This design comes from an exercise in tuning for small area and a short achievable clock period on the open sky130 flow, not from production work.
Only simulation tests tie the RTL to the original design; equivalence was not proved.
In every run shown here, the design's own scripts or RTL, not TritonCTS, make the clock network.
No driver is modelled on the clock port, so clock power and skew are understated where the tree is cut down; a real chip needs a root buffer or a tree.
No activity file was given, so power comes from the tool's default toggle rates.

`flow/flow/run.sh`:
```
#!/bin/bash
# Layout flow: the standard flow (standard.sh), except that the clock
# tree is the fixed two-stage tree of flow/clocktree.tcl (clock port -> one
# clkbuf_16 per quadrant -> one clkbuf_8 per strip of about 16 flip-flops)
# instead of TritonCTS's three-stage tree. flow/pre_cts.tcl puts
# it in place of clock_tree_synthesis inside ORFS's CTS step. The
# read-pointer flip-flops (Read_Sel_n) hang on the root buffers, one stage
# earlier than the rest: useful skew for the read mux paths they start.
# Port buffers are buf_2 instead of the delay buffer buffer_ports picks.
set -euo pipefail
W=$(pwd)
export PRE_CTS_TCL="$W/flow/pre_cts.tcl"
export BUFFER_PORTS_ARGS="-buffer_cell sky130_fd_sc_hd__buf_2"
bash standard.sh PRE_CTS_TCL="$PRE_CTS_TCL" BUFFER_PORTS_ARGS="$BUFFER_PORTS_ARGS" finish > "$W/standard_flow.log" 2>&1
```
`flow/flow/clocktree.tcl`:
```
# Two-stage clock tree: clK -> 4 root clkbufs (one per quadrant of the
# flip-flops) -> leaf clkbufs (a grid of nx by ny per quadrant) -> flip-flops.
# Each group is split by x into nx columns of equal count, then each column
# by y into ny groups of equal count; buffers sit at their group centroid.
proc grid_split {pts nx ny} {
  set pts [lsort -integer -index 1 $pts]
  set n [llength $pts]
  set out {}
  for {set c 0} {$c < $nx} {incr c} {
    set col [lrange $pts [expr {$c*$n/$nx}] [expr {($c+1)*$n/$nx - 1}]]
    set col [lsort -integer -index 2 $col]
    set m [llength $col]
    for {set r 0} {$r < $ny} {incr r} {
      lappend out [lrange $col [expr {$r*$m/$ny}] [expr {($r+1)*$m/$ny - 1}]]
    }
  }
  return $out
}
proc centroid {cl} {
  set x 0; set y 0
  foreach p $cl { set x [expr {$x + [lindex $p 1]}]; set y [expr {$y + [lindex $p 2]}] }
  return [list [expr {$x / [llength $cl]}] [expr {$y / [llength $cl]}]]
}
# Flip-flops whose instance name matches early_pat are wired to their
# quadrant's root buffer instead of to a leaf buffer, so their clock comes one
# stage earlier (useful skew for paths between registers that they start).
proc build_tree {nx ny rootm leafm {early_pat ""}} {
  set block [ord::get_db_block]
  set db [ord::get_db]
  set clk [$block findNet clK]
  set pts {}
  foreach it [$clk getITerms] {
    set bb [[$it getInst] getBBox]
    lappend pts [list $it [expr {([$bb xMin]+[$bb xMax])/2}] [expr {([$bb yMin]+[$bb yMax])/2}]]
  }
  set lm [$db findMaster $leafm]
  set rm [$db findMaster $rootm]
  set q 0; set k 0
  foreach quad [grid_split $pts 2 2] {
    set root [odb::dbInst_create $block $rm clkroot_$q]
    set rnet [odb::dbNet_create $block clknet_root_$q]
    $rnet setSigType CLOCK
    [$root findITerm A] connect $clk
    [$root findITerm X] connect $rnet
    set c [centroid $quad]
    $root setLocation [lindex $c 0] [lindex $c 1]
    $root setPlacementStatus PLACED
    set late {}
    foreach p $quad {
      set it [lindex $p 0]
      if {$early_pat ne "" && [string match $early_pat [[$it getInst] getName]]} {
        $it disconnect
        $it connect $rnet
      } else {
        lappend late $p
      }
    }
    foreach cl [grid_split $late $nx $ny] {
      set c [centroid $cl]
      set b [odb::dbInst_create $block $lm clkleaf_$k]
      $b setLocation [lindex $c 0] [lindex $c 1]
      $b setPlacementStatus PLACED
      set net [odb::dbNet_create $block clknet_leaf_$k]
      $net setSigType CLOCK
      [$b findITerm A] connect $rnet
      [$b findITerm X] connect $net
      foreach p $cl {
        set it [lindex $p 0]
        $it disconnect
        $it connect $net
      }
      incr k
    }
    incr q
  }
}
```
`flow/flow/pre_cts.tcl`:
```
# Sourced by ORFS's cts.tcl before it calls clock_tree_synthesis: replaces
# that command with a fixed two-stage clock tree (clocktree.tcl). Everything
# else in the CTS step (legalisation, timing repair) runs as usual.
source [file join [file dirname [info script]] clocktree.tcl]
rename clock_tree_synthesis tritoncts_clock_tree_synthesis
proc clock_tree_synthesis {args} {
  build_tree 1 8 sky130_fd_sc_hd__clkbuf_16 sky130_fd_sc_hd__clkbuf_8 {Read_Sel_n*}
  catch {global_connect}
  set_propagated_clock [all_clocks]
}
```
`flow/standard.sh`:
```
#!/bin/bash
# synth_recipe.tcl (not shown) runs the flow's synth.tcl, then flattens the netlist and writes it again
# the make line also repeats each setting of config.mk as NAME=value (left out here)
make -C /OpenROAD-flow-scripts/flow DESIGN_CONFIG=/design/flow/config.mk WORK_HOME=/design/flow/orfs CLKGATE_MAP_FILE= SYNTH_SCRIPT=/design/flow/synth_recipe.tcl "${@:-finish}"
```
`flow/config.mk`:
```
export PLATFORM = sky130hd
export DESIGN_NAME = fifo
export DESIGN_NICKNAME = fifo
export VERILOG_FILES = /design/flow/design.v
export SDC_FILE = /design/flow/constraint.sdc
export NUM_CORES = 4
export LEC_CHECK = 0
export CAP_MARGIN = 20
export CORE_MARGIN = 2
export CORE_UTILIZATION = 70
export SETUP_SLACK_MARGIN = 1.55
export SLEW_MARGIN = 20
export SYNTH_HIERARCHICAL = 1
export TNS_END_PERCENT = 30
```
`flow/constraint.sdc`:
```
create_clock -name core_clock -period 3.0 [get_ports {clK}]
set_input_delay 0.6000 -clock core_clock [delete_from_list [all_inputs] [get_ports {clK}]]
set_output_delay 0.6000 -clock core_clock [all_outputs]
set_load 0.01 [all_outputs]
```
`flow/design.v`:
```
module dpram (
    clK,
    wr_EN,
    wr_LO,
    wr_HI,
    wr_DATA,
    rd_SELn,
    rd_DATA
    );
    parameter DATA = 16;
    parameter ADDR = 5;
    localparam DEPTH = 1 << ADDR;
    localparam GROUPS = DEPTH / 4;
    input  wire              clK;
    input  wire              wr_EN;
    input  wire [3:0]        wr_LO;
    input  wire [GROUPS-1:0] wr_HI;
    input  wire [DATA-1:0]   wr_DATA;
    input  wire [DEPTH-1:0]  rd_SELn;      
    output reg  [DATA-1:0]   rd_DATA;
    reg  [DATA*DEPTH-1:0] Memory;
    wire [DATA*DEPTH-1:0] Memory_nxt;
    wire [DATA-1:0]       rd_mux;
    wire [GROUPS-1:0]     wr_grp;
    genvar r, b, g;
    generate
        for (g = 0; g < GROUPS; g = g + 1) begin : grp
            dpram_wgrp wgrp (
                .en(wr_EN),
                .sel(wr_HI[g]),
                .we(wr_grp[g])
                );
        end
        for (r = 0; r < DEPTH; r = r + 1) begin : row
            wire we   = wr_grp[r / 4] & wr_LO[r % 4];
            wire hold = ~we;
            for (b = 0; b < DATA; b = b + 1) begin : bt
                dpram_wbit wbit (
                    .we(we),
                    .hold(hold),
                    .d(wr_DATA[b]),
                    .q(Memory[r*DATA + b]),
                    .nxt(Memory_nxt[r*DATA + b])
                    );
            end
        end
        for (b = 0; b < DATA; b = b + 1) begin : col
            wire [DEPTH-1:0] bits;
            for (r = 0; r < DEPTH; r = r + 1) begin : pick
                assign bits[r] = Memory[r*DATA + b];
            end
            dpram_rcol #(.DEPTH(DEPTH)) rcol (
                .bits(bits),
                .seln(rd_SELn),
                .y(rd_mux[b])
                );
        end
    endgenerate
    always @(posedge clK) begin
        Memory  <= Memory_nxt;
        rd_DATA <= rd_mux;
    end
endmodule
module dpram_wgrp (en, sel, we);
    input  wire en;
    input  wire sel;
    output wire we;
    assign we = en & sel;
endmodule
module dpram_wbit (we, hold, d, q, nxt);
    input  wire we;
    input  wire hold;
    input  wire d;
    input  wire q;
    output wire nxt;
    assign nxt = (d & we) | (q & hold);
endmodule
module dpram_rcol (bits, seln, y);
    parameter DEPTH = 32;
    input  wire [DEPTH-1:0] bits;
    input  wire [DEPTH-1:0] seln;
    output wire             y;
    assign y = &(bits | seln);
endmodule
module fifo (
    clK,
    fifo_WR,
    fifo_IN,
    fifo_RD,
    fifo_OUT,
    rsT,
    statuS
    );
    parameter DATA = 16;
    parameter ADDR = 5;
    localparam DEPTH = 1 << ADDR;
    localparam GROUPS = DEPTH / 4;
    input clK;
    input  wire              fifo_WR;
    input  wire [DATA-1:0]   fifo_IN;
    input  wire              fifo_RD;
    output wire [DATA-1:0]   fifo_OUT;
    input  wire              rsT;
    output wire [1:0]        statuS;
    reg         [3:0]        Write_Lo;
    reg         [GROUPS-1:0] Write_Hi;
    reg         [DEPTH-1:0]  Read_Sel_n;
    reg         [1:0]        Diff;
    dpram #(.DATA(DATA), .ADDR(ADDR)) Fifomem (
        .clK(clK),
        .wr_EN(fifo_WR),
        .wr_LO(Write_Lo),
        .wr_HI(Write_Hi),
        .wr_DATA(fifo_IN),
        .rd_SELn(Read_Sel_n),
        .rd_DATA(fifo_OUT)
        );
    assign statuS = Diff;
    wire read_shift = fifo_RD & ~rsT;
    wire read_hold  = ~fifo_RD & ~rsT;
    wire [DEPTH-1:0] read_sel_n_nxt;
    wire             read_sel_0;
    fifo_ring_bit ring0 (
        .shift(read_shift),
        .hold(read_hold),
        .set(rsT),
        .prev(~Read_Sel_n[DEPTH-1]),
        .cur(~Read_Sel_n[0]),
        .nxt(read_sel_0)
        );
    assign read_sel_n_nxt[0] = ~read_sel_0;
    genvar r;
    generate
        for (r = 1; r < DEPTH; r = r + 1) begin : ring
            fifo_ring_bit rbit (
                .shift(read_shift),
                .hold(read_hold),
                .set(rsT),
                .prev(Read_Sel_n[r-1]),
                .cur(Read_Sel_n[r]),
                .nxt(read_sel_n_nxt[r])
                );
        end
    endgenerate
    always @(posedge clK)
        Read_Sel_n <= read_sel_n_nxt;
    always @(posedge clK) begin
        if (rsT) begin
            Write_Lo <= 4'b0001;
            Write_Hi <= {{(GROUPS-1){1'b0}}, 1'b1};
            Diff     <= 0;
        end
        else begin
            if (fifo_WR) begin
                Write_Lo <= {Write_Lo[2:0], Write_Lo[3]};
                if (Write_Lo[3])
                    Write_Hi <= {Write_Hi[GROUPS-2:0], Write_Hi[GROUPS-1]};
            end
            if (fifo_WR & ~fifo_RD)
                Diff <= Diff + 1'b1;
            else if (fifo_RD & ~fifo_WR)
                Diff <= Diff - 1'b1;
        end
    end
endmodule
module fifo_ring_bit (shift, hold, set, prev, cur, nxt);
    input  wire shift;
    input  wire hold;
    input  wire set;
    input  wire prev;
    input  wire cur;
    output wire nxt;
    assign nxt = set | (shift & prev) | (hold & cur);
endmodule
```
==> metrics.yaml, run 1 <==
run_status:
  status: "timing/DRC/antenna clean"
timing:
  worstMarginPinSlew_ps: 943
  max_slew_margin_pct: 37.1
  hold_viol: 0
  timing.hold.ws_ps: 453
  tns_ps: 0
  rsz0062_at_grt: "yes"
  period_needed_ps: 1510
  final_max_slew_viol_count: 0
  max_freq_mhz: 664
  fin_worst_skew_ps: 223
  fin_crit_sh_pct: 50.2
  setup_violations: 0
yosys:
  ys_seq_area_share_pct: 59.5
  synthCells: 1677
  synth.area.top_cells: "dfxtp_1, a22o_1, o22ai_1, nor2_1, a221o_1"
  ys_ff_latch: 574
  synth.cell_area_mm2: 0.0193
  synth_top_area_share_pct: 59.5
  syn_nets: 1698
  ys.warnings.count: 8
  synth_cell_type_count: 20
  avgSynthCellArea_um2: 11.5
  synth_top_area_cell: "dfxtp_1"
critical_path:
  worst_path_max_delay_cell: "dfxtp_2"
  crit_top_cell: "nor2_1"
  critical_path_depth: 4
  timing.critical_path.from: "Read_Sel_n[15]"
  path_buf_inv: 0
  endpoint_kind: "register"
  critPathLaunchType: "register"
  max_stage_delay_ps: 610
  r2r-start: "Read_Sel_n[15]"
  cp.arrival_ps: 1790
  crit_path_max_fanout: 18
  crit_chain: "o22ai_1 > nor2_1 > nand4_1 > nor2_1"
  worstRegToRegCells: 4
  worstPathRequired_ps: 3290
  critPathKind: "reg2reg"
  cp_top_family: "simple AND/OR/NAND/NOR gates"
global_route:
  grt_overflow: 0
  grt_pass1_vias: 15000
  grt.total_usage_pct: 38.3
  grt_max_degree: 45
  grt_pass1_wl_um: 87000
  antenna_found_initial: 0
placement:
  dp_hpwl_um: 34200
  post-place-cells: 2052
  io_buffers: 37
  place.gp.congestion: 0.889
floorplan:
  coreArea_mm2: 0.0270
  die_width_um: 170
  start_util_pct: 71.4
  die_area_mm2: 0.0289
  fp-row-count: 60
  die_y_um: 170
  io_pins: 38
finish:
  fill_cells: 1826
  instances_no_fill: 2094
  drive_gt1_share_pct: 11.1
  syn_to_final_growth_pct: 8.07
  antenna_cells: 0
  nNetsFinal: 1776
  multi_input_area_mm2: 0.00800
  regArea_mm2: 0.0116
power:
  p_sw_share_pct: 24.9
  internal_power_uw: 9570
  ir_drop_mv: 0.386
  switchingPower_uw: 3180
  seqPwrFrac_pct: 65.0
  clockPowerShare_pct: 27.2
  p_comb_share_pct: 7.8
  pwr_density_cell_mw_per_mm2: 611
  p_leak_uw: 0.00813
drt:
  wirelength_um: 56900
  drtIter0Drc: 1670
  via_per_inst: 7.56
  via_count: 15800
  antenna_left: 0
  drc: 0
  routedWlPerCell_um: 27.2
  drt-pass1-iter-count: 5
clocking:
  holdBufCountCts: 0
  clock_latency_ps: 370
  path_clk_slew_ps: 110
worst_hold_path:
  min_path_type: "reg2reg"
  min_from: "Write_Hi[1]"
  hold_path_depth: 2
flow_run:
  maxCapViolations: 0
[per-layer routing]
metal | track usage (%) | part of all wire [%]
met1 | 52.8 | 41
met3 | 3.37 | 8.3
met5 | 0 | 0
met2 | 59.2 | 43
met4 | 23.0 | 7.4
[timing repair]
| action | in CTS | in global routing |
|---|---|---|
| buffers inserted | 0 | 3 |
| gates resized for setup | 108 | 66 |
| pin swaps | 2 | 5 |
| setup endpoints to repair | 567 | 545 |
| cloned | 2 | 1 |
[modules after synthesis (local to each module, per instance), a selection]
module         times used  cells inside  flops+latches  cell area, um2
dpram_wbit            512             1              0            8.76
dpram_wgrp              8             1              0            6.26
fifo                    1            97             46            1180
fifo_ring_bit          32             1              0            10.0
[per-stage QoR]
stage	power [uW]	util, %	instance area (um2)	setup slack [ps]
2_1_floorplan	8890	-	19300	1470
3_3_place_gp	9330	73.6	19900	771
3_5_place_dp	9360	73.6	19900	732
4_1_cts	12600	76.4	20600	1460
5_1_grt	13100	77.2	20900	1490
6_report	12700	77.2	20900	1490
[cell usage in the layout, fill, tap and decap left out, drive strengths merged]
cell type	netlist	routed
a221o	32	32
nand3b	1	1
ha	1	1
dfxtp	574	574
a22o	512	512
nand2	50	50
xor2	2	2
and2	41	41
clkinvlp	0	1
nor2	150	152
buf	6	43
mux2i	3	3
clkbuf	1	38
nand4	32	32
o21ai	1	1
o22ai	256	256
a21oi	9	9
inv	5	4
or3	1	1
[flip-flops by register name, indices dropped and copies added (netlist names)]
register and count:
Fifomem.Memory 512, Write_Lo 4, Diff 2, Fifomem.rd_DATA 16
Read_Sel_n 32, Write_Hi 8
[final cells by class]
type	count	area share [%]
sequential	574	55.4
multi-input combinational	1093	38.3
buffer	36	2.59
tap	341	2.04
timing repair buffer	45	1.50
inverter	5	0.108
[kinds of logic after synthesis]
group / synth area share, %
compound gates: 33.4
xor+xnor: 0.0907
fa+ha+maj: 0.0648
buf+inv: 0.415
flops: 59.5
mux: 0.156
simple gates: 6.32
[final timing paths]
path / to / slack, ps
worst max-delay path: Fifomem.rd_DATA[6] / 1490
worst min register to register: Write_Hi[2] / 450
worst min-delay path: Write_Hi[2] / 450
worst max register to register: Fifomem.rd_DATA[6] / 1490
[tightest hold or removal path: cells and delay by family, from the launching register on]
kind | cells | cell delay (ps)
compound gates | 1 | 50
flops | 1 | 340
simple gates | 1 | 60
[power groups by stage]
stage               Combinational (uW)  Sequential [uW]  Clock (uW)
floorplan                          601             8290           0
global placement                   913             8410           0
detailed placement                 936             8420           0
CTS                                949             8260        3370
global route                      1050             8320        3720
finish                            1000             8280        3460
[synth_stat cells]
library cell / instances
o22ai_1: 256
nand4_1: 32
nand2_1: 50
nand3b_1: 1
inv_1: 5
and2_1: 41
a21oi_1: 9
buf_2: 1
xor2_1: 2
mux2i_1: 3
a221o_1: 32
nor2_1: 150
o21ai_0: 1
dfxtp_1: 574
buf_6: 4
buf_4: 1
ha_1: 1
clkbuf_1: 1
or3_1: 1
a22o_1: 512
==> run 2, diff against run 1 <==
--- a/flow/config.mk
+++ b/flow/config.mk
@@ -11,4 +11,4 @@
 export SETUP_SLACK_MARGIN = 1.55
 export SLEW_MARGIN = 20
 export SYNTH_HIERARCHICAL = 1
-export TNS_END_PERCENT = 30
+export TNS_END_PERCENT = 60
==> run 2 against run 1 <==
Still clean; register-to-register slack got worse by 30 ps; worst hold slack improved by 1.2 ps; worst setup slack got worse by 26 ps; combinational power about the same; critical path depth unchanged; first-iteration DRC count decreased by 0.60%.
==> metrics.yaml, run 2 <==
finish:
  antenna_cells: 0
  drive_gt1_share_pct: 11.1
  syn_to_final_growth_pct: 8.42
  top_register: "Fifomem.Memory"
  layout_common_cells: "dfxtp_1, a22o_1, o22ai_1"
  top_regs: "Fifomem.Memory: 512 flops, Read_Sel_n: 32 flops, Fifomem.rd_DATA: 16 flops"
  nNetsFinal: 1776
  layout_commonest_cell: "dfxtp_1"
  largest_reg_flops: 512
  fill_cells: 1813
yosys:
  synth.area.top_cells: "dfxtp_1, a22o_1, o22ai_1, nor2_1, a221o_1"
  avgSynthCellArea_um2: 11.5
  syn_nets: 1698
  synth.top_cells.by_count: "dfxtp_1, a22o_1, o22ai_1"
  async_flop_share_pct: 0
  ys_ff_latch: 574
  synthFlopType: "dfxtp_1"
  synthCells: 1677
  ys_seq_area_share_pct: 59.5
  synth_most_common_cell: "dfxtp_1"
  synth_edf_count: 0
  synth_top_area_cell: "dfxtp_1"
  synth_cell_type_count: 20
  synth_top_area_share_pct: 59.5
  synth.cell_area_mm2: 0.0193
  ys.warnings.count: 8
timing:
  fin_worst_skew_ps: 223
  timing.hold.ws_ps: 454
  rsz0062_at_grt: "yes"
  final_max_slew_viol_count: 0
  fin_crit_sh_pct: 51.0
  hold_viol: 0
  worstMarginPinSlew_ps: 917
  tns_ps: 0
  period_needed_ps: 1530
  max_freq_mhz: 653
  max_slew_margin_pct: 38.8
  setup_violations: 0
worst_hold_path:
  min_path_type: "reg2reg"
critical_path:
  crit_path_max_fanout: 18
  worstRegToRegCells: 4
  worstPathRequired_ps: 3280
  r2r-start: "Read_Sel_n[24]"
  cp.arrival_ps: 1810
  critPathKind: "reg2reg"
  timing.rr.end: "Fifomem.rd_DATA[8]"
  timing.critical_path.from: "Read_Sel_n[24]"
  r2r_slack_ps: 1470
  endpoint_kind: "register"
  setup.worst_path.end: "Fifomem.rd_DATA[8]"
  critPathLaunchType: "register"
drt:
  via_per_inst: 7.57
  routedWlPerCell_um: 27.1
  drtIter0Drc: 1660
  drc: 0
  wirelength_um: 56900
  drt-pass1-iter-count: 5
  antenna_left: 0
  via_count: 15900
flow_run:
  maxCapViolations: 0
power:
  p_leak_uw: 0.00825
  ir_drop_mv: 0.385
  pwr_density_cell_mw_per_mm2: 609
clocking:
  holdBufCountCts: 0
  clock_latency_ps: 370
  path_clk_slew_ps: 110
global_route:
  grt_overflow: 0
  grt_max_degree: 45
  grt_pass1_wl_um: 87000
  grt.total_usage_pct: 38.3
  grt_pass1_vias: 15000
  antenna_found_initial: 0
floorplan:
  die_width_um: 170
  die_y_um: 170
  start_util_pct: 71.4
  fp-row-count: 60
  die_area_mm2: 0.0289
  io_pins: 38
  coreArea_mm2: 0.0270
run_status:
  status: "timing/DRC/antenna clean"
placement:
  place.gp.congestion: 0.889
  dp_hpwl_um: 34200
  io_buffers: 37
## run 2: final cells by class
type	instances	area [um2]	area share (%)
flip-flops and latches	574	11600	55.3
plain buffers	36	541	2.58
inverters	5	22.5	0.108
multi-input cells	1093	8070	38.5
well taps	341	427	2.04
repair buffers	45	310	1.48
## run 2: worst min path at each step
stage                                   start                  end  depth (start not counted)  slack, ps
final                             Write_Hi[1]          Write_Hi[2]                          2        450
after global routing              Write_Hi[1]          Write_Hi[2]                          2        470
after CTS                         Write_Hi[1]          Write_Hi[2]                          2        450
after detailed placement  Fifomem.Memory[406]  Fifomem.Memory[406]                          1        460
after global placement            Write_Hi[0]          Write_Hi[1]                          2        450
after floorplan                   Write_Hi[0]          Write_Hi[1]                          2        430
## run 2: per-stage QoR
stage / area (um2) / util, % / instances / total power, uW / setup WS [ps]
finish: 20900 / 77.5 / 2094 / 12800 / 1470
CTS: 20700 / 76.4 / 2090 / 12600 / 1460
global placement: 19900 / 73.6 / 2052 / 9330 / 771
detailed placement: 19900 / 73.6 / 2052 / 9360 / 732
floorplan: 19300 / - / 1677 / 8890 / 1470
global route: 20900 / 77.5 / 2094 / 13100 / 1480
## run 2: critical path, cell delays in order, from the launching register on
cell     delay, ps
dfxtp_2        650
o22ai_1        160
nor2_1         280
nand4_1        330
nor2_1         200
## run 2: modules after synthesis (local to each module, per instance), excerpt
module         times used  cell area [um2]  cells  flops+latches
fifo_ring_bit          32             10.0      1              0
dpram_wgrp              8             6.26      1              0
dpram_wbit            512             8.76      1              0
fifo                    1             1180     97             46
## run 2: layer usage
layer | up-vias | GRT usage, % | wire, um
li1 | 6945 | - | -
met1 | 7715 | 53.0 | 22900
met2 | 1001 | 59.2 | 24900
met3 | 197 | 3.33 | 4920
met4 | 0 | 22.9 | 4150
met5 | - | 0 | 0
## run 2: repair_timing
item,CTS,global route
gates resized for setup,114,75
pin swaps,2,4
setup buffers,0,3
endpoints found under the hold margin,0,0
cloned,2,1
endpoints found under the setup margin,567,549
## run 2: logic make-up (layout without fill, tap and decap cells)
| family | Yosys count | count (layout) | share of synthesized area, % |
|---|---|---|---|
| XOR/XNOR | 2 | 2 | 0.0907 |
| buffers and inverters | 12 | 86 | 0.415 |
| flip-flops | 574 | 574 | 59.5 |
| AO/OA/AOI/OAI | 810 | 810 | 33.4 |
| multiplexers | 3 | 3 | 0.156 |
| adder cells (fa/ha/maj) | 1 | 1 | 0.0648 |
| AND/OR/NAND/NOR | 275 | 277 | 6.32 |
## run 2: power by group
group / leakage (uW) / internal (uW) / switching (uW)
combinational: 0.00331 / 449 / 552
clock: 0.000279 / 1220 / 2250
sequential: 0.00466 / 7900 / 385
total: 0.00825 / 9570 / 3180
==> run 3, diff against run 2 <==
--- a/flow/config.mk
+++ b/flow/config.mk
@@ -11,4 +11,3 @@
 export SETUP_SLACK_MARGIN = 1.55
 export SLEW_MARGIN = 20
 export SYNTH_HIERARCHICAL = 1
-export TNS_END_PERCENT = 60
==> run 3 against run 2 <==
Synthesized cell count unchanged; fmax is 5.2% higher; wire length up 1.0%; sequential cell count unchanged; critical path depth did not move; core utilization fell by 0.26 points; die area did not move; design area shrank 0.33%; largest cell class unchanged.
==> metrics.yaml, run 3 <==
floorplan:
  die_y_um: 170
  fp-row-count: 60
  die_width_um: 170
  io_pins: 38
  coreArea_mm2: 0.0270
  die_area_mm2: 0.0289
  start_util_pct: 71.4
critical_path:
  setup.worst_path.end: "Fifomem.rd_DATA[1]"
  crit_path_max_fanout: 17
  critPathKind: "reg2reg"
  crit_top_cell: "nor2_1"
  crit_chain: "o22ai_1 > nor2_1 > nand4_1 > nor2_1"
  r2r-start: "Read_Sel_n[9]"
  timing.rr.end: "Fifomem.rd_DATA[1]"
  cp.arrival_ps: 1730
  worstRegToRegCells: 4
  r2r_slack_ps: 1540
  worstPathRequired_ps: 3270
  max_stage_delay_ps: 630
  timing.critical_path.from: "Read_Sel_n[9]"
  worst_path_max_delay_cell: "dfxtp_2"
  critPathLaunchType: "register"
  endpoint_kind: "register"
finish:
  syn_to_final_growth_pct: 8.06
  nNetsFinal: 1781
  top_register: "Fifomem.Memory"
  antenna_cells: 0
  layout_commonest_cell: "dfxtp_1"
  fill_cells: 1840
  largest_reg_flops: 512
  drive_gt1_share_pct: 11.6
  layout_common_cells: "dfxtp_1, a22o_1, o22ai_1"
  top_regs: "Fifomem.Memory: 512 flops, Read_Sel_n: 32 flops, Fifomem.rd_DATA: 16 flops"
placement:
  dp_hpwl_um: 34600
  post-place-ws_ps: 743
  io_buffers: 37
  place.gp.congestion: 0.908
global_route:
  use_met3_pct: 4.93
  grt_pass1_wl_um: 88100
  grt_max_degree: 45
  antenna_found_initial: 0
  grt.busiest_layer: "met2"
  met2_usage_pct: 61.1
  grt_overflow: 0
  grt.total_usage_pct: 38.8
  grt_pass1_vias: 15100
  met1_usage_pct: 53.0
timing:
  fin_worst_skew_ps: 209
  setup_violations: 0
  period_needed_ps: 1460
  fin_crit_sh_pct: 48.5
  rsz0062_at_grt: "yes"
  max_slew_margin_pct: 35.7
  fin_ws_ps: 1540
  worstMarginPinSlew_ps: 964
  final_max_slew_viol_count: 0
  hold_viol: 0
  tns_ps: 0
  max_freq_mhz: 687
yosys:
  synth_top_area_share_pct: 59.5
  synth-simple-area-share_pct: 6.32
  avgSynthCellArea_um2: 11.5
  ys.warnings.count: 8
  synth_cell_type_count: 20
  ys_ff_latch: 574
  synthAdderAreaFrac_pct: 0.0648
  synth_top_family_by_area: "compound AO/OA/AOI/OAI gates"
  async_flop_share_pct: 0
  ys_seq_area_share_pct: 59.5
  synthMuxAreaShare_pct: 0.156
  synth_edf_count: 0
  synth.area.top_cells: "dfxtp_1, a22o_1, o22ai_1, nor2_1, a221o_1"
  synthCells: 1677
  synth_top_area_cell: "dfxtp_1"
  synthFlopType: "dfxtp_1"
  synth_compound_area_share_pct: 33.4
  syn_nets: 1698
  synth.cell_area_mm2: 0.0193
  synth.top_cells.by_count: "dfxtp_1, a22o_1, o22ai_1"
  synth_most_common_cell: "dfxtp_1"
  synthXorXnorAreaFrac_pct: 0.0907
power:
  p_sw_share_pct: 25.0
  seqPwrFrac_pct: 64.8
  pwr_density_cell_mw_per_mm2: 612
  internal_power_uw: 9580
  p_leak_uw: 0.00809
  ir_drop_mv: 0.396
  switchingPower_uw: 3200
  clockPowerShare_pct: 27.2
  p_comb_share_pct: 7.9
clocking:
  path_clk_slew_ps: 110
  holdBufCountCts: 0
  clock_latency_ps: 370
run_status:
  status: "timing/DRC/antenna clean"
drt:
  routedWlPerCell_um: 27.4
  via_per_inst: 7.61
  drt-pass1-iter-count: 7
  antenna_left: 0
  drtIter0Drc: 1876
  via_count: 16000
  drc: 0
  wirelength_um: 57400
flow_run:
  maxCapViolations: 0
worst_hold_path:
  min_path_type: "reg2reg"
==> run 3: cell counts after synthesis <==
No cell type changed its count.
==> run 3: how the worst min path moves through the flow <==
stage                                   start             endpoint  slack [ps]  cells after the start
after floorplan                   Write_Hi[0]          Write_Hi[1]         430                      2
after global placement            Write_Hi[0]          Write_Hi[1]         450                      2
after detailed placement  Fifomem.Memory[255]  Fifomem.Memory[255]         460                      1
after CTS                         Write_Hi[1]          Write_Hi[1]         480                      2
after global routing      Fifomem.Memory[221]  Fifomem.Memory[221]         490                      1
final                             Write_Hi[1]          Write_Hi[1]         480                      2
==> run 3: timing repair <==
action                     in CTS  in global routing
setup buffers                   5                  0
setup endpoints to repair     562                385
gates cloned                    2                  0
resized for setup             149                 21
pin swaps                       3                  2
==> run 3: per-stage QoR <==
step | cells | hold slack, ps | instance area, um2 | util, % | power [uW]
global route | 2099 | 495 | 20900 | 77.2 | 13100
floorplan | 1677 | 434 | 19400 | - | 8890
finish | 2099 | 481 | 20900 | 77.2 | 12800
detailed placement | 2056 | 455 | 20000 | 73.8 | 9380
global placement | 2056 | 453 | 20000 | 73.8 | 9340
CTS | 2099 | 481 | 20800 | 77.0 | 12600
==> run 3: area by class of cell <==
| type | count | area, um2 | area share (%) |
|---|---|---|---|
| well taps | 341 | 427 | 2.04 |
| flip-flops and latches | 574 | 11600 | 55.4 |
| multi-input cells | 1093 | 8000 | 38.3 |
| inverters | 5 | 22.5 | 0.108 |
| repair buffers | 50 | 317 | 1.52 |
| plain buffers | 36 | 541 | 2.59 |
==> run 3: per-layer routing <==
| metal | part of all wire, % | vias up |
|---|---|---|
| li1 | - | 6958 |
| met5 | 0 | - |
| met3 | 8.3 | 165 |
| met2 | 45 | 943 |
| met1 | 41 | 7898 |
| met4 | 6.3 | 0 |
==> run 3: power groups by stage <==
stage                     Combinational [uW]  Clock, uW  Sequential (uW)
after global routing                    1070       3700             8320
after CTS                                981       3390             8270
final                                   1010       3480             8290
after floorplan                          603          0             8290
after detailed placement                 955          0             8420
after global placement                   927          0             8410
==> run 3: critical path, delay by kind of cell (launching register included) <==
family | cells | cell delay [ps]
DFF | 1 | 630
and+or+nand+nor | 3 | 720
AOI/OAI and AO/OA | 1 | 200
==> run 3: kinds of logic (layout without fill, tap and decap cells) <==
logic type	Yosys count	in the layout
XOR/XNOR	2	2
AND/OR/NAND/NOR	275	277
AO/OA/AOI/OAI	810	810
buffers and inverters	12	91
adder cells (fa/ha/maj)	1	1
flip-flops	574	574
multiplexers	3	3
==> run 3: per-module statistics from Yosys, one instance, submodules excluded, a selection <==
module,cells,flip-flops and latches,area (um2)
dpram_wbit,1,0,8.76
dpram_wgrp,1,0,6.26
fifo,97,46,1180
fifo_ring_bit,1,0,10.0

==> what the ideal ports hide <==
Ports are ideal in the flow. The routed layouts listed here were re-timed in OpenROAD. Step 1 sets driving cells, clkbuf_16 on the clock port and buf_2 on the other inputs (assumed; they add their load-dependent delay and slew). Step 2 also shifts input and output timing later by t, the mid clock arrival at the registers, as if the neighbouring blocks saw the same clock. Slacks: ideal / step 1 / step 2; pairs: ideal / step 1.
run | shift t [ns] | setup slack, ns | worst register clock-pin slew, ns
run 1 | 0.376 | 1.494 / 1.428 / 1.263 | 0.11 / 0.11
run 2 | 0.373 | 1.469 / 1.424 / 1.219 | 0.11 / 0.11
run 3 | 0.378 | 1.544 / 1.455 / 1.283 | 0.12 / 0.12
After both steps every run listed still meets setup and hold. The setup slack of run 3, which loses most, moves by -0.089 ns with the drivers and by -0.261 ns with both steps.
